What follows belongs to an exercise in optimizing a design on an open flow for small area and few clock cycles; a production flow would make more cautious choices.
In this exercise RTL edits were held to simulation tests only and were not proved equivalent to the original.
Power is estimated from default activity; no workload was simulated.

## config.mk

```make
export PLATFORM = sky130hd
export DESIGN_NAME = powlib_ipram_top
export DESIGN_NICKNAME = powlib_ipram_top
export VERILOG_FILES = /design/flow/design.v
export SDC_FILE = /design/flow/constraint.sdc
export NUM_CORES = 4
export LEC_CHECK = 0
export CAP_MARGIN = 20
export CORE_MARGIN = 2
export CORE_UTILIZATION = 70
export CTS_CLUSTER_DIAMETER = 100
export CTS_CLUSTER_SIZE = 25
export SLEW_MARGIN = 20
export SYNTH_HIERARCHICAL = 1
```

## constraint.sdc

```tcl
create_clock -name core_clock -period 4.0 [get_ports {clk}]
set_input_delay 0.8000 -clock core_clock [delete_from_list [all_inputs] [get_ports {clk}]]
set_output_delay 0.8000 -clock core_clock [all_outputs]
set_load 0.01 [all_outputs]
```

## design.v

```verilog
`timescale 1ns / 1ps
module powlib_ipram_top(clk,rst,wraddr,wrdata,wrvld,wrrdy,rdaddr,rddata,rdvld,rdrdy);
  input  wire             clk;
  input  wire             rst;
  input  wire [31:0]      wraddr;
  input  wire [36:0]      wrdata;
  input  wire             wrvld;
  output wire             wrrdy;
  output wire [31:0]      rdaddr;
  output wire [36:0]      rddata;
  output wire             rdvld;
  input  wire             rdrdy;
  reg  [31:0] mem [0:63];
  reg  [31:0] h_addr, h_data, s_addr;
  reg  [5:0]  s_idx;
  reg         h_vld,  s_vld;
  wire [5:0]  idx   = wraddr[7:2];
  wire        op_rd = wrdata[36];
  wire [3:0]  be    = wrdata[35:32];
  wire h_load = !h_vld || rdrdy;
  wire blk    = s_vld && !rdrdy && (s_idx == idx);
  assign wrrdy = op_rd ? (!s_vld || rdrdy) : !blk;
  wire wr     = wrvld && !op_rd && !blk && !rst;
  wire rd     = wrvld && op_rd && (!s_vld || rdrdy) && !rst;
  wire [255:0] we;
  ram_wrdec wrdec_inst (.idx(idx),.wr(wr),.be(be),.we(we));
  integer w, k;
  always @(posedge clk) begin
    for (w=0; w<64; w=w+1)
      for (k=0; k<4; k=k+1)
        if (we[4*w+k]) mem[w][k*8+:8] <= wrdata[k*8+:8];
  end
  wire [5:0]  r_idx = s_vld ? s_idx : idx;
  wire [31:0] r_word;
  ram_rdmux rdmux_inst (
    .idx(r_idx),
    .words({mem[63],mem[62],mem[61],mem[60],mem[59],mem[58],mem[57],mem[56],
            mem[55],mem[54],mem[53],mem[52],mem[51],mem[50],mem[49],mem[48],
            mem[47],mem[46],mem[45],mem[44],mem[43],mem[42],mem[41],mem[40],
            mem[39],mem[38],mem[37],mem[36],mem[35],mem[34],mem[33],mem[32],
            mem[31],mem[30],mem[29],mem[28],mem[27],mem[26],mem[25],mem[24],
            mem[23],mem[22],mem[21],mem[20],mem[19],mem[18],mem[17],mem[16],
            mem[15],mem[14],mem[13],mem[12],mem[11],mem[10],mem[9], mem[8],
            mem[7], mem[6], mem[5], mem[4], mem[3], mem[2], mem[1], mem[0]}),
    .word(r_word));
  always @(posedge clk) begin
    if (h_load) begin
      h_addr <= s_vld ? s_addr : wrdata[31:0];
      h_data <= r_word;
    end
  end
  wire s_load = h_vld && (s_vld == rdrdy);
  always @(posedge clk) begin
    if (s_load) begin
      s_addr <= wrdata[31:0];
      s_idx  <= idx;
    end
  end
  always @(posedge clk) begin
    if (rst) begin
      h_vld <= 1'b0;
      s_vld <= 1'b0;
    end else begin
      if (h_load) h_vld <= s_vld || rd;
      if (h_load) s_vld <= s_vld && rd;
      else        s_vld <= s_vld || rd;
    end
  end
  assign rdaddr = h_addr;
  assign rddata = {5'b01111, h_data};
  assign rdvld  = h_vld;
endmodule
module ram_rdmux(idx,words,word);
  input  wire [5:0]    idx;
  input  wire [2047:0] words;
  output wire [31:0]   word;
  wire [63:0] sel;
  genvar gi, gb;
  for (gi=0; gi<64; gi=gi+1) begin : g_sel
    assign sel[gi] = (idx == gi);
  end
  for (gb=0; gb<32; gb=gb+1) begin : g_bit
    wire [21:0] grp_n;
    wire [5:0]  any;
    wire [2:0]  none;
    for (gi=0; gi<21; gi=gi+1) begin : g_grp
      ram_aoi222 aoi_inst (
        .a1(sel[3*gi]),  .a2(words[(3*gi)*32+gb]),
        .b1(sel[3*gi+1]),.b2(words[(3*gi+1)*32+gb]),
        .c1(sel[3*gi+2]),.c2(words[(3*gi+2)*32+gb]),
        .y(grp_n[gi]));
    end
    ram_nand2 last_inst (.a(sel[63]),.b(words[63*32+gb]),.y(grp_n[21]));
    for (gi=0; gi<5; gi=gi+1) begin : g_n4
      ram_nand4 n4_inst (.a(grp_n[4*gi]),.b(grp_n[4*gi+1]),.c(grp_n[4*gi+2]),.d(grp_n[4*gi+3]),.y(any[gi]));
    end
    ram_nand2 n2_inst (.a(grp_n[20]),.b(grp_n[21]),.y(any[5]));
    for (gi=0; gi<3; gi=gi+1) begin : g_r2
      ram_nor2 r2_inst (.a(any[2*gi]),.b(any[2*gi+1]),.y(none[gi]));
    end
    ram_nand3 o_inst (.a(none[0]),.b(none[1]),.c(none[2]),.y(word[gb]));
  end
endmodule
module ram_wrdec(idx,wr,be,we);
  input  wire [5:0]   idx;
  input  wire         wr;
  input  wire [3:0]   be;
  output wire [255:0] we;
  wire [7:0]  lo_n;    
  wire [7:0]  hi;      
  wire [31:0] hb_n;    
  genvar gh, gl, gk;
  for (gl=0; gl<8; gl=gl+1) begin : g_lo
    assign lo_n[gl] = !(idx[2:0] == gl);
  end
  for (gh=0; gh<8; gh=gh+1) begin : g_hi
    assign hi[gh] = wr && (idx[5:3] == gh);
    for (gk=0; gk<4; gk=gk+1) begin : g_hb
      ram_nand2 hb_inst (.a(hi[gh]),.b(be[gk]),.y(hb_n[4*gh+gk]));
      for (gl=0; gl<8; gl=gl+1) begin : g_we
        ram_nor2 we_inst (.a(hb_n[4*gh+gk]),.b(lo_n[gl]),.y(we[4*(8*gh+gl)+gk]));
      end
    end
  end
endmodule
module ram_aoi222(a1,a2,b1,b2,c1,c2,y);
  input  wire a1, a2, b1, b2, c1, c2;
  output wire y;
  assign y = !((a1 && a2) || (b1 && b2) || (c1 && c2));
endmodule
module ram_nand4(a,b,c,d,y);
  input  wire a, b, c, d;
  output wire y;
  assign y = !(a && b && c && d);
endmodule
module ram_nand3(a,b,c,y);
  input  wire a, b, c;
  output wire y;
  assign y = !(a && b && c);
endmodule
module ram_nand2(a,b,y);
  input  wire a, b;
  output wire y;
  assign y = !(a && b);
endmodule
module ram_nor2(a,b,y);
  input  wire a, b;
  output wire y;
  assign y = !(a || b);
endmodule
```

## run.sh

```bash
#!/bin/bash
# synth_recipe.tcl (not shown) runs the flow's synth.tcl, then flattens the netlist and writes it again
# the make line also repeats each setting of config.mk as NAME=value (left out here)
make -C /OpenROAD-flow-scripts/flow DESIGN_CONFIG=/design/flow/config.mk WORK_HOME=/design/flow/orfs CLKGATE_MAP_FILE= SYNTH_SCRIPT=/design/flow/synth_recipe.tcl finish
```

==> results of run 1 <==
## modules after synthesis (local to each module, per instance)
module / cells inside / cell area (µm²)
ram_wrdec: 16 / 145
ram_nand4: 1 / 6.26
ram_rdmux: 95 / 465
ram_nand2: 1 / 3.75
ram_aoi222: 1 / 10.0
powlib_ipram_top: 2222 / 65300
ram_nor2: 1 / 3.75
ram_nand3: 1 / 5.00
## cells in the mapped netlist, types with 2 or more instances
master        n  area share
nand4b_1      4     0.00046
conb_1        2     0.00010
edfxtp_1   2150        0.86
nand2_1      98      0.0049
xor2_1        4     0.00046
dfxtp_1       2     0.00053
buf_4         6     0.00060
a222oi_1    672       0.089
clkbuf_1     10     0.00050
buf_2         3     0.00020
or3b_1        3     0.00035
and4b_1       3     0.00040
nor2_1      417       0.021
nand3b_1      4     0.00040
or4b_1        4     0.00053
nand3_1      33      0.0022
and4bb_2      3     0.00050
nand4_1     161       0.013
xnor2_1       2     0.00023
nand4bb_1     6     0.00090
mux2_2       38      0.0057
nand2b_1      2     0.00017
## area by class of cell
type	count	area share
Tap cell	1403	0.0205
Clock buffer	111	0.0299
Clock inverter	3	0.000554
Antenna cell	3	0.0000875
Inverter	2	0.0000875
Sequential cell	2152	0.753
Timing Repair Buffer	673	0.0680
Multi-Input combinational cell	1474	0.128
## registers in the layout, summed over array words and instances, names as in the netlist
name	flops
mem	2048
s_addr	32
h_data	32
h_addr	32
h_vld	1
s_idx	6
s_vld	1
## logic make-up (layout without fill, tap and decap cells)
family,Yosys count,in the layout,share of synthesized area
AO/OA/AOI/OAI,675,675,0.0894
adder cells (fa/ha/maj),2,2,0.000315
multiplexers,38,38,0.00567
AND/OR/NAND/NOR,748,748,0.0458
flip-flops,2152,2152,0.856
buffers and inverters,22,789,0.00154
XOR/XNOR,6,6,0.000697
other,2,8,0.0000996
## worst max-delay path, stage by stage
cell             delay [ns]
clkdlybuf4s50_1        0.52
mux2_2                 0.47
nand4bb_1              0.50
nor2_2                 1.01
a222oi_1               0.39
buf_4                  0.23
nand4_1                0.09
buf_4                  0.14
nor2_1                 0.06
nand3_1                0.10
## per-layer routing
metal,part of all wire,wire length [µm],GRT usage
met3,0.13,26300,0.0640
met5,0.000035,7,0
met4,0.037,7280,0.115
met1,0.35,68800,0.511
met2,0.48,95200,0.574
## power breakdown
group	switching (W)	leakage, nW	total (W)	internal, W
registers	0.000103	19.4	0.0250	0.0249
clock network	0.00629	1.28	0.0109	0.00456
logic	0.00111	6.34	0.00159	0.000485
## how the worst max path moves through the flow
stage / slack (ns) / startpoint / end
2_1_floorplan: 0.56 / wraddr[5] / h_data[0]$_DFFE_PN_
3_3_place_gp: -0.23 / wraddr[5] / h_data[1]$_DFFE_PN_
3_5_place_dp: -0.37 / wraddr[6] / h_data[1]$_DFFE_PN_
4_1_cts: 0.25 / wraddr[6] / h_data[6]$_DFFE_PN_
5_1_grt: 0.21 / wraddr[4] / h_data[3]$_DFFE_PN_
6_report: 0.24 / wraddr[4] / h_data[3]$_DFFE_PN_
## stage by stage
stage / hold WS, ns / cells
finish: 0.341 / 5821
global route: 0.330 / 5819
CTS: 0.317 / 5818
detailed placement: 0.537 / 5704
global placement: 0.527 / 5703
floorplan: 0.523 / 3648
==> reports/metrics.yaml, run 1 <==
yosys:
  synthFlopType: "edfxtp_1"
  async_flop_share: 0
  synthDistinctLibCells: 40
  synth_seq_area_share: 0.856
  yosys_warnings: 8
  synth-edff-count: 2150
  avgSynthCellArea_um2: 20.7
  ys_ff_latch: 2152
  synth_area_um2: 75400
  synthCells: 3645
critical_path:
  r2r_slack_ns: 0.32
  rr_worst_depth: 9
  critPathKind: "input pin to flip-flop"
  arrival_ns: 4.34
  regToRegEndpoint: "h_data[3]$_DFFE_PN_"
  critPathMaxFanout: 16
  end_kind: "flip-flop"
  crit-reg2reg-launch: "s_vld$_SDFF_PP0_"
  required_ns: 4.57
  critPathLaunchType: "input pin"
timing:
  finClkSkew_ns: 0.0217
  finalMaxSlewViolations: 0
  rsz0062_at_grt: "no"
  setup_slack_ns: 0.237
  setup_tns_ns: 0
  finalHoldViolCount: 0
  fin_crit_sh: 0.941
  worst_pin_slew_ns: 1.17
  timing.final.crit_period_ns: 3.76
  setup_viol: 0
  slew-limit-headroom: 0.217
  max_freq_ghz: 0.266
finish:
  final_common_cell: "edfxtp_1"
  fin_nets: 4473
  final_area_um2: 85800
  regArea_um2: 64600
  drive_above_1_share: 0.185
  synthToLayoutAreaGrowth_pct: 13.8
  fill_cells: 5272
  multi_input_area_um2: 11000
  utilization: 0.803
  final_cell_mix: "2150 x edfxtp_1, 672 x a222oi_1, 512 x buf_4"
routing:
  drt_iter0_drc: 9527
  drc: 0
  vias: 44100
  routed_wl_mm: 198
  antenna_left: 0
  dr.pass1.iters: 12
  drt-vias-per-instance: 7.58
  wl_per_cell_um: 33.9
clocking:
  clkTransAtPathRegs_ns: 0.09
  cts_resized: 0
  htree_num_levels: 3
  cts.sinks: 2152
  postCtsSetupRepairBufs: 0
  hold_buffers: 0
  clock_latency_ns: 0.72
  clock_tree.buffer_depth: 3
  cts_buffers: 96
  cts_tree: "done"
  clockRootBuffer: "clkbuf_16"
die:
  rows: 120
  die_h_um: 332
  die-width_um: 332
  core_area_um2: 107000
  die_area_um2: 110000
  initial_core_util: 0.706
  pin_count: 144
placed_design:
  gp_congestion: 0.883
  dp.final_hpwl_mm: 130
  placed_area_um2: 83100
  pre_cts_slack_ns: -0.372
  io_buffers: 112
power:
  leakage_nw: 27.1
  peakVddDrop_v: 0.000491
  p_per_area_nw_per_um2: 437
  p_total_w: 0.0375
global_route:
  grt_overflow_total: 0
  grt_pass1_wl_mm: 283
  grt_pass1_vias: 42200
  grt_max_degree: 65
  grt_usage: 0.357
  antenna_found_initial: 9
flow_run:
  maxCapViolCount: 0
run_status:
  status: "no timing/DRC/antenna violations"
hold_path:
  min_delay_path_depth: 1
  worstHoldStart: "wrdata[27]"
  hp-class: "input pin to flip-flop"
  hold_end: "s_addr[27]$_DFFE_PP_"
Testbench counts, summed over its fixed seeds: cycles 8,048.
==> inputs of run 2 (changes only) <==
--- a/config.mk
+++ b/config.mk
@@ -8,7 +8,7 @@
 export CAP_MARGIN = 20
 export CORE_MARGIN = 2
-export CORE_UTILIZATION = 70
-export CTS_CLUSTER_DIAMETER = 100
-export CTS_CLUSTER_SIZE = 25
+export CORE_UTILIZATION = 65
+export CTS_CLUSTER_DIAMETER = 60
+export CTS_CLUSTER_SIZE = 40
 export SLEW_MARGIN = 20
 export SYNTH_HIERARCHICAL = 1
==> run 2 against run 1 <==
- core utilization down 4.4 points
- synthesized cell count unchanged
- global-route usage is 1.0 points lower
- clock power up 41%
==> reports/metrics.yaml, run 2 <==
run_status:
  status: "no timing/DRC/antenna violations"
yosys:
  synthFlopType: "edfxtp_1"
  synth-simple-area-share: 0.0458
  synth_top_family_by_area: "compound AO/OA/AOI/OAI gates"
  synthMuxAreaShare: 0.00567
  synthDistinctLibCells: 40
  synth_seq_area_share: 0.856
  async_flop_share: 0
  synthCells: 3645
  synthDominantCellAreaShare: 0.856
  synth-edff-count: 2150
  ys_ff_latch: 2152
  yosys_warnings: 8
  ys_top_cells_by_count: "2150 x edfxtp_1, 672 x a222oi_1, 417 x nor2_1"
  synth-adder-area-share: 0.000315
  synth-xor-area-share: 0.000697
  synth_area_um2: 75400
  synth-compound-area-share: 0.0894
  yosysMostFrequentCell: "edfxtp_1"
  avgSynthCellArea_um2: 20.7
  synth_area_leaders: "edfxtp_1 86%, a222oi_1 8.9%, nor2_1 2.1%"
  yosys.area.top_type: "edfxtp_1"
die:
  die_area_um2: 119000
  die_h_um: 345
  rows: 124
  initial_core_util: 0.658
  die-width_um: 345
  core_area_um2: 115000
  pin_count: 144
timing:
  rsz0062_at_grt: "no"
  timing.final.crit_period_ns: 3.69
  finClkSkew_ns: 0.0310
  finalHoldViolCount: 0
  finalMaxSlewViolations: 0
  worst_pin_slew_ns: 1.16
  fin_crit_sh: 0.924
  slew-limit-headroom: 0.227
  setup_viol: 0
  timing.hold.ws_ns: 0.549
  max_freq_ghz: 0.271
placed_design:
  dp.final_hpwl_mm: 133
  io_buffers: 112
  gp_congestion: 0.878
critical_path:
  r2r_slack_ns: 0.31
  cpPeakStageDelay_ns: 0.76
  arrival_ns: 4.31
  required_ns: 4.62
  crit_path_frequent_cell: "buf_4"
  end_kind: "flip-flop"
  critPathLaunchType: "flip-flop"
  critPathKind: "flip-flop to flip-flop"
  crit_chain: "mux2_2, nand4bb_1, buf_4, nor2_2, a222oi_1, buf_4, nand4_1, nor2_1, buf_4, nand3_1"
  cp_slowest_cell: "nor2_2"
  critPathMaxFanout: 13
global_route:
  grt_overflow_total: 0
  grt_usage: 0.347
  grt_max_degree: 52
  grt_pass1_vias: 42000
  grt_pass1_wl_mm: 290
  antenna_found_initial: 11
finish:
  largest_reg_flops: 2048
  drive_above_1_share: 0.181
  final_cell_mix: "2150 x edfxtp_1, 672 x a222oi_1, 364 x buf_4"
  synthToLayoutAreaGrowth_pct: 15.4
  top_register: "mem"
  final_common_cell: "edfxtp_1"
  fin_nets: 4367
  utilization: 0.759
flow_run:
  maxCapViolCount: 0
clocking:
  clkTransAtPathRegs_ns: 0.08
  hold_buffers: 0
  cts_buffers: 137
  clock_tree.buffer_depth: 3
  cts.sinks: 2152
  htree_num_levels: 4
  clockRootBuffer: "clkbuf_16"
  cts_resized: 0
  postCtsSetupRepairBufs: 0
  clock_latency_ns: 0.77
  cts_tree: "done"
power:
  p_sw_frac: 0.212
  power_frac_comb: 0.041
  leakage_nw: 27.3
  clockPowerShare: 0.365
  share_seq_of_total_power: 0.594
  power_switching_w: 0.00893
  intPower_w: 0.0331
  p_per_area_nw_per_um2: 484
  peakVddDrop_v: 0.000407
routing:
  dr.pass1.iters: 10
  wl_per_cell_um: 34.7
  drt_iter0_drc: 8910
  vias: 43600
  drt-vias-per-instance: 7.37
  routed_wl_mm: 205
  drc: 0
  antenna_left: 0
hold_path:
  hp-class: "flip-flop to flip-flop"
## run 2: cell counts after synthesis
No cell type changed its count.
## run 2: routing by layer
| metal | vias to the layer above | part of all wire | track usage |
|---|---|---|---|
| met5 | - | 0.00018 | 0 |
| met3 | 398 | 0.12 | 0.0685 |
| met2 | 3137 | 0.47 | 0.541 |
| met1 | 22200 | 0.36 | 0.491 |
| met4 | 6 | 0.043 | 0.143 |
| li1 | 17800 | - | - |
## run 2: worst paths after layout
check                                          from                   end  cells past startpoint
worst min-delay path            s_addr[2]$_DFFE_PP_   h_addr[2]$_DFFE_PN_                      1
worst max register to register     s_vld$_SDFF_PP0_  h_data[21]$_DFFE_PN_                     10
worst max-delay path               s_vld$_SDFF_PP0_  h_data[21]$_DFFE_PN_                     10
worst min register to register  s_addr[2]$_DFFE_PP_   h_addr[2]$_DFFE_PN_                      1
## run 2: final cells by class
class,instances,area (µm²)
Antenna cell,2,5.00
Clock inverter,96,1240
Sequential cell,2152,64600
Clock buffer,148,3600
Tap cell,1512,1890
Fill cell,6291,27600
Timing Repair Buffer,526,4760
Multi-Input combinational cell,1474,10900
Inverter,2,7.51
## run 2: power groups by stage
stage	combinational, W	sequential, W	clock [W]
5_1_grt	0.00176	0.0250	0.0163
3_5_place_dp	0.00168	0.0255	0
3_3_place_gp	0.00163	0.0255	0
4_1_cts	0.00168	0.0250	0.0155
2_1_floorplan	0.000352	0.0255	0
6_report	0.00171	0.0250	0.0154
## run 2: worst max-delay path, delay by kind of cell (launching register included)
family / cells / cell delay (ns)
AOI/OAI and AO/OA: 1 / 0.33
buffers and inverters: 3 / 0.62
DFF: 1 / 0.56
muxes: 1 / 0.55
and+or+nand+nor: 5 / 1.49
## run 2: cells by family after synthesis
| family | count (synthesis) |
|---|---|
| AO/OA/AOI/OAI | 675 |
| XOR/XNOR | 6 |
| adder cells (fa/ha/maj) | 2 |
| buffers and inverters | 22 |
| flip-flops | 2152 |
| multiplexers | 38 |
| other | 2 |
| AND/OR/NAND/NOR | 748 |
## run 2: stage by stage
step,setup slack (ns),cell area (µm²),power [W],instances,TNS [ns]
floorplan,0.558,75400,0.0259,3648,0
global placement,-0.170,82100,0.0271,5665,-1.59
detailed placement,-0.212,82200,0.0272,5666,-17.98
CTS,0.372,87000,0.0422,5910,0
global route,0.240,87000,0.0430,5910,0
finish,0.305,87000,0.0421,5912,0
## run 2: per-module statistics from Yosys (local to each module, per instance)
module | cells | area (µm²) | flops+latches
powlib_ipram_top | 2222 | 65300 | 2152
ram_rdmux | 95 | 465 | 0
ram_wrdec | 16 | 145 | 0
ram_aoi222 | 1 | 10.0 | 0
ram_nand4 | 1 | 6.26 | 0
ram_nand3 | 1 | 5.00 | 0
ram_nand2 | 1 | 3.75 | 0
ram_nor2 | 1 | 3.75 | 0
==> inputs of run 3 (changes only) <==
--- a/config.mk
+++ b/config.mk
@@ -9,6 +9,6 @@
 export CORE_MARGIN = 2
 export CORE_UTILIZATION = 65
-export CTS_CLUSTER_DIAMETER = 60
-export CTS_CLUSTER_SIZE = 40
+export CTS_CLUSTER_DIAMETER = 150
+export CTS_CLUSTER_SIZE = 30
 export SLEW_MARGIN = 20
 export SYNTH_HIERARCHICAL = 1
==> run 3 against run 2 <==
- via count shrank 1.1%
- synthesized area is the same
- clock power shrank 34%
- non-clock buffer count is the same
- worst setup slack lost 0.028 ns
- hold slack gained 0.010 ns
- die area is the same
- power shrank 13%
- critical path type unchanged
==> reports/metrics.yaml, run 3 <==
run_status:
  status: "no timing/DRC/antenna violations"
yosys:
  avgSynthCellArea_um2: 20.7
  synth-edff-count: 2150
  synthDominantCellAreaShare: 0.856
  synthDistinctLibCells: 40
  yosysMostFrequentCell: "edfxtp_1"
  ys_top_cells_by_count: "2150 x edfxtp_1, 672 x a222oi_1, 417 x nor2_1"
  async_flop_share: 0
  synth_area_um2: 75400
  ys_ff_latch: 2152
  synthCells: 3645
  synth-xor-area-share: 0.000697
  synthFlopType: "edfxtp_1"
  synth-adder-area-share: 0.000315
  synthMuxAreaShare: 0.00567
  synth-simple-area-share: 0.0458
  synth_area_leaders: "edfxtp_1 86%, a222oi_1 8.9%, nor2_1 2.1%"
  yosys.area.top_type: "edfxtp_1"
  synth_seq_area_share: 0.856
  synth_top_family_by_area: "compound AO/OA/AOI/OAI gates"
  synth-compound-area-share: 0.0894
  yosys_warnings: 8
global_route:
  grt_overflow_total: 0
  grt_max_degree: 52
  grt_pass1_wl_mm: 287
  antenna_found_initial: 10
  grt_usage: 0.342
  grt_pass1_vias: 41300
critical_path:
  regToRegEndpoint: "h_data[21]$_DFFE_PN_"
  crit_start: "s_vld$_SDFF_PP0_"
  crit-reg2reg-launch: "s_vld$_SDFF_PP0_"
  arrival_ns: 4.29
  critPathKind: "flip-flop to flip-flop"
  critPathLaunchType: "flip-flop"
  cp-endpoint: "h_data[21]$_DFFE_PN_"
  rr_worst_depth: 10
  required_ns: 4.57
  critPathMaxFanout: 13
  end_kind: "flip-flop"
  r2r_slack_ns: 0.28
timing:
  finalHoldViolCount: 0
  fin_crit_sh: 0.931
  finalMaxSlewViolations: 0
  timing.hold.ws_ns: 0.559
  finClkSkew_ns: 0.0290
  rsz0062_at_grt: "no"
  slew-limit-headroom: 0.208
  worst_pin_slew_ns: 1.19
  max_freq_ghz: 0.269
  setup_viol: 0
  timing.final.crit_period_ns: 3.72
placed_design:
  dp.final_hpwl_mm: 133
  gp_congestion: 0.878
  io_buffers: 112
clocking:
  cts_tree: "done"
  hold_buffers: 0
  cts_resized: 0
  cts.sinks: 2152
  clkTransAtPathRegs_ns: 0.11
  clock_latency_ns: 0.71
  clockRootBuffer: "clkbuf_16"
  cts_buffers: 81
  postCtsSetupRepairBufs: 0
  htree_num_levels: 3
  clock_tree.buffer_depth: 3
power:
  p_total_w: 0.0368
  leakage_nw: 26.0
  peakVddDrop_v: 0.000417
  p_per_area_nw_per_um2: 436
die:
  core_area_um2: 115000
  initial_core_util: 0.658
  die_h_um: 345
  pin_count: 144
  die_area_um2: 119000
  rows: 124
  die-width_um: 345
routing:
  route.met2.wl_mm: 96.8
  drt-vias-per-instance: 7.48
  drc: 0
  vias: 43100
  antenna_left: 0
  wl_per_cell_um: 35.3
  drt_iter0_drc: 9239
  highest_layer: "met5"
  dr.pass1.iters: 10
  routed_wl_mm: 204
  drt-met1-wl_mm: 73.0
  wl_met3_mm: 26.1
hold_path:
  hp-class: "flip-flop to flip-flop"
finish:
  final_cell_mix: "2150 x edfxtp_1, 672 x a222oi_1, 364 x buf_4"
  fin_nets: 4311
  final_common_cell: "edfxtp_1"
  synthToLayoutAreaGrowth_pct: 11.8
  top_register: "mem"
  drive_above_1_share: 0.153
  largest_reg_flops: 2048
flow_run:
  maxCapViolCount: 0
==> run 3: cell type report <==
cell class                 instances  area (µm²)
timing repair buffer             526        4760
multi-input combinational       1474       10900
clock inverter                     3        26.3
sequential                      2152       64600
tap                             1512        1890
antenna                            2        5.00
fill                            6588       30300
clock buffer                      93        2160
inverter                           2        7.51
==> run 3: logic make-up (layout without fill, tap and decap cells) <==
family	after synthesis	in the layout
xor+xnor	6	6
other cells	2	7
fa+ha+maj	2	2
flops	2152	2152
buf+inv	22	624
mux	38	38
compound gates	675	675
simple gates	748	748
==> run 3: layer usage <==
layer  GRT usage  up-vias
met5           0        -
met4       0.115        4
met3      0.0670      360
met2       0.539     3146
met1       0.491    22100
li1            -    17500
==> run 3: power by group <==
group / leakage, nW / switching [W] / internal, W
Clock: 1.07 / 0.00618 / 0.00388
Sequential: 19.4 / 0.0000760 / 0.0249
Combinational: 5.49 / 0.00119 / 0.000521
Total: 26.0 / 0.00744 / 0.0293
==> run 3: metrics by stage <==
stage	cells	cell area, µm²	setup slack, ns	setup TNS [ns]	utilization
after global routing	5762	84400	0.223	0	0.736
after global placement	5665	82100	-0.170	-1.59	0.716
final	5764	84400	0.277	0	0.736
after floorplan	3648	75400	0.558	0	-
after CTS	5762	84300	0.372	0	0.736
after detailed placement	5666	82200	-0.212	-17.98	0.717
==> run 3: worst min path at each step <==
| stage | from | end | slack, ns | depth (start not counted) |
|---|---|---|---|---|
| 2_1_floorplan | s_addr[28]$_DFFE_PP_ | h_addr[28]$_DFFE_PN_ | 0.52 | 1 |
| 3_3_place_gp | s_addr[15]$_DFFE_PP_ | h_addr[15]$_DFFE_PN_ | 0.53 | 1 |
| 3_5_place_dp | s_addr[26]$_DFFE_PP_ | h_addr[26]$_DFFE_PN_ | 0.53 | 1 |
| 4_1_cts | s_addr[15]$_DFFE_PP_ | h_addr[15]$_DFFE_PN_ | 0.56 | 1 |
| 5_1_grt | s_addr[15]$_DFFE_PP_ | h_addr[15]$_DFFE_PN_ | 0.57 | 1 |
| 6_report | s_addr[19]$_DFFE_PP_ | h_addr[19]$_DFFE_PN_ | 0.56 | 1 |
==> run 3: modules after synthesis, one instance, submodules excluded <==
module	cell area, µm²	cells	flip-flops and latches	copies in the design
ram_rdmux	465	95	0	1
ram_wrdec	145	16	0	1
ram_aoi222	10.0	1	0	672
ram_nand3	5.00	1	0	32
ram_nand4	6.26	1	0	160
ram_nand2	3.75	1	0	96
powlib_ipram_top	65300	2222	2152	1
ram_nor2	3.75	1	0	352
==> run 3: critical path: stages, from the launching register on <==
cell	delay (ns)
dfxtp_2	0.57
mux2_2	0.55
nand4bb_1	0.44
buf_4	0.25
nor2_2	0.75
a222oi_1	0.31
buf_4	0.20
nand4_1	0.14
nor2_1	0.07
buf_4	0.16
nand3_1	0.12
==> inputs of run 4 (changes only) <==
==> flow/run.sh (new file) <==
#!/bin/bash
set -euo pipefail
cat >> config.mk <<'CFG'
export BUFFER_PORTS_ARGS = -buffer_cell sky130_fd_sc_hd__buf_1
export RECOVER_POWER = 100
CFG
bash standard.sh finish > flow_make.log 2>&1
==> standard.sh (new file) <==
#!/bin/bash
# synth_recipe.tcl (not shown) runs the flow's synth.tcl, then flattens the netlist and writes it again
# the make line also repeats each setting of config.mk as NAME=value (left out here)
make -C /OpenROAD-flow-scripts/flow DESIGN_CONFIG=/design/flow/config.mk WORK_HOME=/design/flow/orfs CLKGATE_MAP_FILE= SYNTH_SCRIPT=/design/flow/synth_recipe.tcl "${@:-finish}"
--- a/config.mk
+++ b/config.mk
@@ -13,2 +13,4 @@
 export SLEW_MARGIN = 20
 export SYNTH_HIERARCHICAL = 1
+export BUFFER_PORTS_ARGS = -buffer_cell sky130_fd_sc_hd__buf_1
+export RECOVER_POWER = 100
removed: run.sh
==> run 4 against run 3 <==
- now fails the layout checks on capacitance limit, slew limit
- global-route usage decreased by 0.12 points
- synthesized area stayed put
- power shrank 0.56%
- sequential share of layout area rose by 2.5 points
- core utilization fell by 2.3 points
- count of clock-buffer cells in the layout down 1
- clock skew shrank 0.0094 ns
- sequential power about the same
- hold slack lost 0.21 ns
- synthesized cell count stayed put
==> reports/metrics.yaml, run 4 <==
finish:
  final_cell_mix: "2150 x edfxtp_1, 672 x a222oi_1, 353 x nor2_1"
  final_common_cell: "edfxtp_1"
  fill_cells: 6889
  multi_input_area_um2: 10900
  synthToLayoutAreaGrowth_pct: 8.31
  top_register: "mem"
  regArea_um2: 64600
  drive_above_1_share: 0.0867
  largest_reg_flops: 2048
  fin_nets: 4111
yosys:
  synthCells: 3645
  synthDistinctLibCells: 40
  synth_area_um2: 75400
  synthFlopType: "edfxtp_1"
  avgSynthCellArea_um2: 20.7
  async_flop_share: 0
  synthDominantCellAreaShare: 0.856
  synth_seq_area_share: 0.856
  yosys_warnings: 8
  yosysMostFrequentCell: "edfxtp_1"
  synth-edff-count: 2150
  ys_top_cells_by_count: "2150 x edfxtp_1, 672 x a222oi_1, 417 x nor2_1"
  ys_ff_latch: 2152
  synth_area_leaders: "edfxtp_1 86%, a222oi_1 8.9%, nor2_1 2.1%"
  yosys.area.top_type: "edfxtp_1"
critical_path:
  critPathMaxFanout: 17
  crit-reg2reg-launch: "s_vld$_SDFF_PP0_"
  cpPeakStageDelay_ns: 0.56
  cp_slowest_cell: "dfxtp_2"
  arrival_ns: 4.36
  crit_start: "s_vld$_SDFF_PP0_"
  end_kind: "flip-flop"
  cp-endpoint: "h_data[14]$_DFFE_PN_"
  regToRegEndpoint: "h_data[14]$_DFFE_PN_"
  r2r_slack_ns: 0.1
  required_ns: 4.46
  critPathKind: "flip-flop to flip-flop"
  rr_worst_depth: 10
  critPathLaunchType: "flip-flop"
  crit_chain: "mux2_1, or2_2, clkbuf_2, nor2_2, buf_12, a222oi_1, nand4_1, nor2_1, clkbuf_4, nand3_1"
routing:
  drc: 0
  drt-vias-per-instance: 7.59
  dr.pass1.iters: 10
  drt_iter0_drc: 8864
  routed_wl_mm: 203
  wl_per_cell_um: 36.4
  vias: 42300
  antenna_left: 0
timing:
  setup_viol: 0
  timing.final.crit_period_ns: 3.90
  finClkSkew_ns: 0.0196
  timing.hold.ws_ns: 0.351
  fin_crit_sh: 0.976
  max_freq_ghz: 0.256
  finalMaxSlewViolations: 1632
  slew-limit-headroom: -1.21
  finalHoldViolCount: 0
  rsz0062_at_grt: "no"
  worst_pin_slew_ns: 3.31
power:
  p_sw_frac: 0.203
  leakage_nw: 24.4
  peakVddDrop_v: 0.000450
  power_frac_comb: 0.040
  clockPowerShare: 0.274
  intPower_w: 0.0291
  p_total_w: 0.0366
  p_per_area_nw_per_um2: 447
  share_seq_of_total_power: 0.685
  power_switching_w: 0.00743
hold_path:
  hp-class: "input pin to flip-flop"
clocking:
  cts.sinks: 2152
  cts_buffers: 81
  clkTransAtPathRegs_ns: 0.11
  cts_tree: "done"
  clock_tree.buffer_depth: 3
  clock_latency_ns: 0.70
  htree_num_levels: 3
  clockRootBuffer: "clkbuf_16"
placed_design:
  gp_congestion: 0.872
  dp.final_hpwl_mm: 132
  io_buffers: 112
global_route:
  grt_pass1_wl_mm: 283
  grt_max_degree: 63
  grt_overflow_total: 0
  grt_pass1_vias: 40400
  grt_usage: 0.341
  antenna_found_initial: 7
die:
  core_area_um2: 115000
  initial_core_util: 0.658
  die-width_um: 345
  rows: 124
  die_h_um: 345
  die_area_um2: 119000
  pin_count: 144
run_status:
  so_faults: "capacitance limit, slew limit"
  status: "finished with violations"
flow_run:
  maxCapViolCount: 44
run 4: changes by cell type in the layout (fill, tap and decap cells not counted), sizes merged:
cell	previous run	this run
diode	2	8
clkdlybuf4s50	80	0
buf	446	222
clkbuf	93	196
run 4: worst max-delay path, delay by kind of cell, from the launching register on:
family          cells  cell delay, ns
simple gates        5            1.42
mux                 1            0.33
buf+inv             3            0.82
flops               1            0.56
compound gates      1            0.51
run 4: power by group through the flow:
stage	Clock (W)	Sequential (W)	Combinational, W
6_report	0.0100	0.0251	0.00147
3_5_place_dp	0	0.0255	0.00146
5_1_grt	0.0109	0.0251	0.00152
2_1_floorplan	0	0.0255	0.000352
3_3_place_gp	0	0.0255	0.00142
4_1_cts	0.0101	0.0250	0.00147
run 4: area by class of cell:
| cell class | count | area share |
|---|---|---|
| tap | 1512 | 0.0232 |
| inverter | 2 | 0.0000919 |
| antenna | 8 | 0.000245 |
| clock buffer | 92 | 0.0264 |
| clock inverter | 3 | 0.000322 |
| timing repair buffer | 326 | 0.0253 |
| multi-input combinational | 1474 | 0.134 |
| sequential | 2152 | 0.791 |
run 4: logic make-up after synthesis:
logic type                 synth area share
DFF                                   0.856
xor gates and xnor gates           0.000697
other                             0.0000996
adders and majority gates          0.000315
AOI/OAI and AO/OA                    0.0894
and+or+nand+nor                      0.0458
muxes                               0.00567
buffers and inverters               0.00154
run 4: routing by layer:
layer  vias to the layer above  GRT usage  part of all wire
li1                      17100          -                 -
met5                         -          0           0.00013
met2                      3199      0.532              0.47
met4                         4      0.116             0.035
met3                       323     0.0692              0.13
met1                     21600      0.492              0.36
run 4: what timing repair did:
action | in CTS | in global routing
setup endpoints to repair | 0 | 1
hold endpoints to repair | 0 | 0
hold buffers | 0 | 0
gates resized for setup | 0 | 1
setup buffers | 0 | 0
run 4: stage by stage:
| stage | utilization | worst slack [ns] | TNS [ns] | instance area [µm²] | std cells |
|---|---|---|---|---|---|
| 6_report | 0.713 | 0.0961 | 0 | 81700 | 5569 |
| 5_1_grt | 0.712 | 0.0646 | 0 | 81700 | 5562 |
| 4_1_cts | 0.715 | 0.127 | 0 | 82000 | 5560 |
| 3_5_place_dp | 0.696 | -0.166 | -1.04 | 79800 | 5465 |
| 3_3_place_gp | 0.695 | -0.00994 | -0.0199 | 79700 | 5463 |
| 2_1_floorplan | - | 0.558 | 0 | 75400 | 3648 |
run 4: modules after synthesis, one instance, submodules excluded:
module	flops+latches	copies in the design
powlib_ipram_top	2152	1
ram_wrdec	0	1
ram_nor2	0	352
ram_aoi222	0	672
ram_nand3	0	32
ram_nand4	0	160
ram_rdmux	0	1
ram_nand2	0	96
run 4: worst min-delay path by stage:
| stage | to | slack, ns | start | cells after the start |
|---|---|---|---|---|
| finish | s_vld$_SDFF_PP0_ | 0.35 | rst | 2 |
| global route | s_vld$_SDFF_PP0_ | 0.34 | rst | 2 |
| CTS | mem[58][15]$_DFFE_PP_ | 0.30 | wrdata[15] | 1 |
| detailed placement | h_addr[25]$_DFFE_PN_ | 0.54 | s_addr[25]$_DFFE_PP_ | 1 |
| global placement | h_addr[12]$_DFFE_PN_ | 0.53 | s_addr[12]$_DFFE_PP_ | 1 |
| floorplan | h_addr[28]$_DFFE_PN_ | 0.52 | s_addr[28]$_DFFE_PP_ | 1 |
==> inputs of run 5 (changes only) <==
==> flow/run.sh (replaced) <==
#!/bin/bash
set -euo pipefail
cat >> config.mk <<'CFG'
export BUFFER_PORTS_ARGS = -buffer_cell sky130_fd_sc_hd__buf_1
CFG
bash standard.sh finish > flow_make.log 2>&1
--- a/config.mk
+++ b/config.mk
@@ -14,3 +14,2 @@
 export SYNTH_HIERARCHICAL = 1
 export BUFFER_PORTS_ARGS = -buffer_cell sky130_fd_sc_hd__buf_1
-export RECOVER_POWER = 100
==> run 5 against run 4 <==
- now clean on timing, DRC and antenna
- hold slack got worse by 0.011 ns
- clock power barely moved
- sequential power barely moved
- sequential cell count did not move
- first-iteration DRC count rose by 0.58%
- combinational power barely moved
- routed wire length fell by 0.11%
- count of clock-buffer cells in the layout did not move
- fmax rose by 0.45%
- critical endpoint is now h_data[9]$_DFFE_PN_
- largest power group unchanged
- highest routed layer unchanged
==> reports/metrics.yaml, run 5 <==
yosys:
  synth_area_um2: 75400
  synth-edff-count: 2150
  async_flop_share: 0
  synthCells: 3645
  synthDominantCellAreaShare: 0.856
  synthDistinctLibCells: 40
  yosys.area.top_type: "edfxtp_1"
  ys_top_cells_by_count: "2150 x edfxtp_1, 672 x a222oi_1, 417 x nor2_1"
  yosysMostFrequentCell: "edfxtp_1"
  synth_seq_area_share: 0.856
  avgSynthCellArea_um2: 20.7
  yosys_warnings: 8
  synth_area_leaders: "edfxtp_1 86%, a222oi_1 8.9%, nor2_1 2.1%"
  ys_ff_latch: 2152
  synthFlopType: "edfxtp_1"
hold_path:
  hp-class: "input pin to flip-flop"
clocking:
  clockRootBuffer: "clkbuf_16"
  cts.sinks: 2152
  cts_tree: "done"
  clock_tree.buffer_depth: 3
  cts_buffers: 81
  clkTransAtPathRegs_ns: 0.11
  postCtsSetupRepairBufs: 0
  clock_latency_ns: 0.70
  htree_num_levels: 3
timing:
  setup_tns_ns: 0
  slew-limit-headroom: 0.190
  fin_crit_sh: 0.972
  setup_viol: 0
  worst_pin_slew_ns: 1.21
  finalHoldViolCount: 0
  rsz0062_at_grt: "no"
  finalMaxSlewViolations: 0
  finClkSkew_ns: 0.0266
  max_freq_ghz: 0.257
  timing.final.crit_period_ns: 3.89
  timing.hold.ws_ns: 0.340
power:
  leakage_nw: 24.7
  power_switching_w: 0.00743
  clockPowerShare: 0.274
  p_per_area_nw_per_um2: 446
  p_total_w: 0.0366
  share_seq_of_total_power: 0.685
  peakVddDrop_v: 0.000457
  p_sw_frac: 0.203
  intPower_w: 0.0291
  power_frac_comb: 0.041
global_route:
  top_usage_layer: "met2"
  grt_pass1_wl_mm: 283
  grt_pass1_vias: 40400
  grt_max_degree: 63
  grtUsageMet3: 0.0692
  grt_usage: 0.341
  met1_usage: 0.492
  met2_usage: 0.532
  grt_overflow_total: 0
  antenna_found_initial: 7
die:
  pin_count: 144
  die_h_um: 345
  rows: 124
  core_area_um2: 115000
  die-width_um: 345
  initial_core_util: 0.658
  die_area_um2: 119000
finish:
  final_area_um2: 82000
  synthToLayoutAreaGrowth_pct: 8.71
  final_common_cell: "edfxtp_1"
  final_cell_mix: "2150 x edfxtp_1, 672 x a222oi_1, 353 x nor2_1"
  finalNonFillerCells: 5564
  drive_above_1_share: 0.112
  fin_nets: 4111
  largest_reg_flops: 2048
  top_register: "mem"
flow_run:
  maxCapViolCount: 0
placed_design:
  io_buffers: 112
  gp_congestion: 0.872
  dp.final_hpwl_mm: 132
  placed_area_um2: 79800
  placed_cells: 5465
critical_path:
  required_ns: 4.45
  critPathKind: "flip-flop to flip-flop"
  end_kind: "flip-flop"
  critPathMaxFanout: 21
  arrival_ns: 4.33
  critPathLaunchType: "flip-flop"
routing:
  dr.pass1.iters: 9
  routed_wl_mm: 203
  drc: 0
  wl_per_cell_um: 36.4
  vias: 42400
  antenna_left: 0
  drt-vias-per-instance: 7.63
  drt_iter0_drc: 8915
run_status:
  status: "no timing/DRC/antenna violations"
[run 5: cell counts after synthesis]
Identical to the previous run, type by type.
[run 5: modules after synthesis, one instance, submodules excluded]
| module | times used | cells |
|---|---|---|
| ram_aoi222 | 672 | 1 |
| ram_nand4 | 160 | 1 |
| ram_wrdec | 1 | 16 |
| ram_nor2 | 352 | 1 |
| ram_rdmux | 1 | 95 |
| ram_nand3 | 32 | 1 |
| powlib_ipram_top | 1 | 2222 |
| ram_nand2 | 96 | 1 |
[run 5: layout make-up]
cell class	count	area (µm²)
sequential	2152	64600
fill	6784	32700
multi-input combinational	1474	10900
timing repair buffer	326	2370
clock buffer	92	2150
tap	1512	1890
clock inverter	3	26.3
inverter	2	7.51
antenna	3	7.51
[run 5: kinds of logic after synthesis]
logic type / Yosys count / share of synthesized area
DFF: 2152 / 0.856
and+or+nand+nor: 748 / 0.0458
AOI/OAI and AO/OA: 675 / 0.0894
muxes: 38 / 0.00567
buffers and inverters: 22 / 0.00154
xor gates and xnor gates: 6 / 0.000697
adders and majority gates: 2 / 0.000315
other: 2 / 0.0000996
[run 5: final timing paths]
path / startpoint / endpoint / slack, ns / cells past startpoint
max: s_vld$_SDFF_PP0_ / h_data[9]$_DFFE_PN_ / 0.11 / 9
min: wrdata[15] / s_addr[15]$_DFFE_PP_ / 0.34 / 1
max reg2reg: s_vld$_SDFF_PP0_ / h_data[9]$_DFFE_PN_ / 0.11 / 9
min reg2reg: s_addr[10]$_DFFE_PP_ / h_addr[10]$_DFFE_PN_ / 0.56 / 1
[run 5: critical path: stages (launching register included)]
cell and delay (ns):
dfxtp_2 0.55, mux2_2 0.56, buf_4 0.22, nand4bb_1 0.31, nor2_2 0.32, buf_4 0.28, a222oi_1 0.68, nand4_1 0.39
nor2_1 0.20, nand3_1 0.10
[run 5: metrics by stage]
stage | utilization | worst slack, ns
2_1_floorplan | - | 0.558
3_3_place_gp | 0.695 | -0.00994
3_5_place_dp | 0.696 | -0.166
4_1_cts | 0.715 | 0.127
5_1_grt | 0.715 | 0.0809
6_report | 0.715 | 0.114
[run 5: what timing repair did]
| action | CTS | global route |
|---|---|---|
| hold endpoints to repair | 0 | 0 |
| setup endpoints to repair | 0 | 1 |
| hold buffers | 0 | 0 |
| gates resized for setup | 0 | 1 |
[run 5: layer usage]
metal	up-vias	part of all wire
met1	21700	0.36
met2	3269	0.47
li1	17100	-
met5	-	0.00020
met3	321	0.13
met4	6	0.037
[run 5: power groups by stage]
stage | logic [W] | clock network (W) | registers [W]
2_1_floorplan | 0.000352 | 0 | 0.0255
3_3_place_gp | 0.00142 | 0 | 0.0255
3_5_place_dp | 0.00146 | 0 | 0.0255
4_1_cts | 0.00147 | 0.0101 | 0.0250
5_1_grt | 0.00155 | 0.0109 | 0.0250
6_report | 0.00150 | 0.0100 | 0.0250

## separate check: timing with driven ports
The results above use ideal ports. As a check the final layouts listed here were re-extracted and re-timed, cells and wires unchanged. Step 1 assumes that a clkbuf_16 drives the clock port and a buf_2 every other input. Step 2 times the ports against the registers' clock, not the clock port: input delays grow and output delays shrink by t, the midpoint of the rising clock arrivals with the driver on. a / b / c = no drivers / after step 1 / after step 2; a / b = the first two.
| run | t (ns) | setup slack, ns | hold WS [ns] | worst data-port slew with drivers (ns) |
|---|---|---|---|---|
| run 1 | 0.790 | 0.237 / 0.219 / -0.496 | 0.341 / 0.286 / 0.559 | 0.16 |
| run 2 | 0.835 | 0.305 / 0.305 / -0.329 | 0.549 / 0.535 / 0.549 | 0.08 |
| run 3 | 0.776 | 0.277 / 0.277 / -0.340 | 0.559 / 0.559 / 0.559 | 0.08 |
| run 4 | 0.766 | 0.096 / 0.096 / -0.423 | 0.351 / 0.298 / 0.559 | 0.04 |
| run 5 | 0.767 | 0.114 / 0.114 / -0.190 | 0.340 / 0.292 / 0.559 | 0.04 |
For run 1, which loses most, drivers alone change the setup slack by -0.018 ns; drivers and shift together by -0.733 ns.
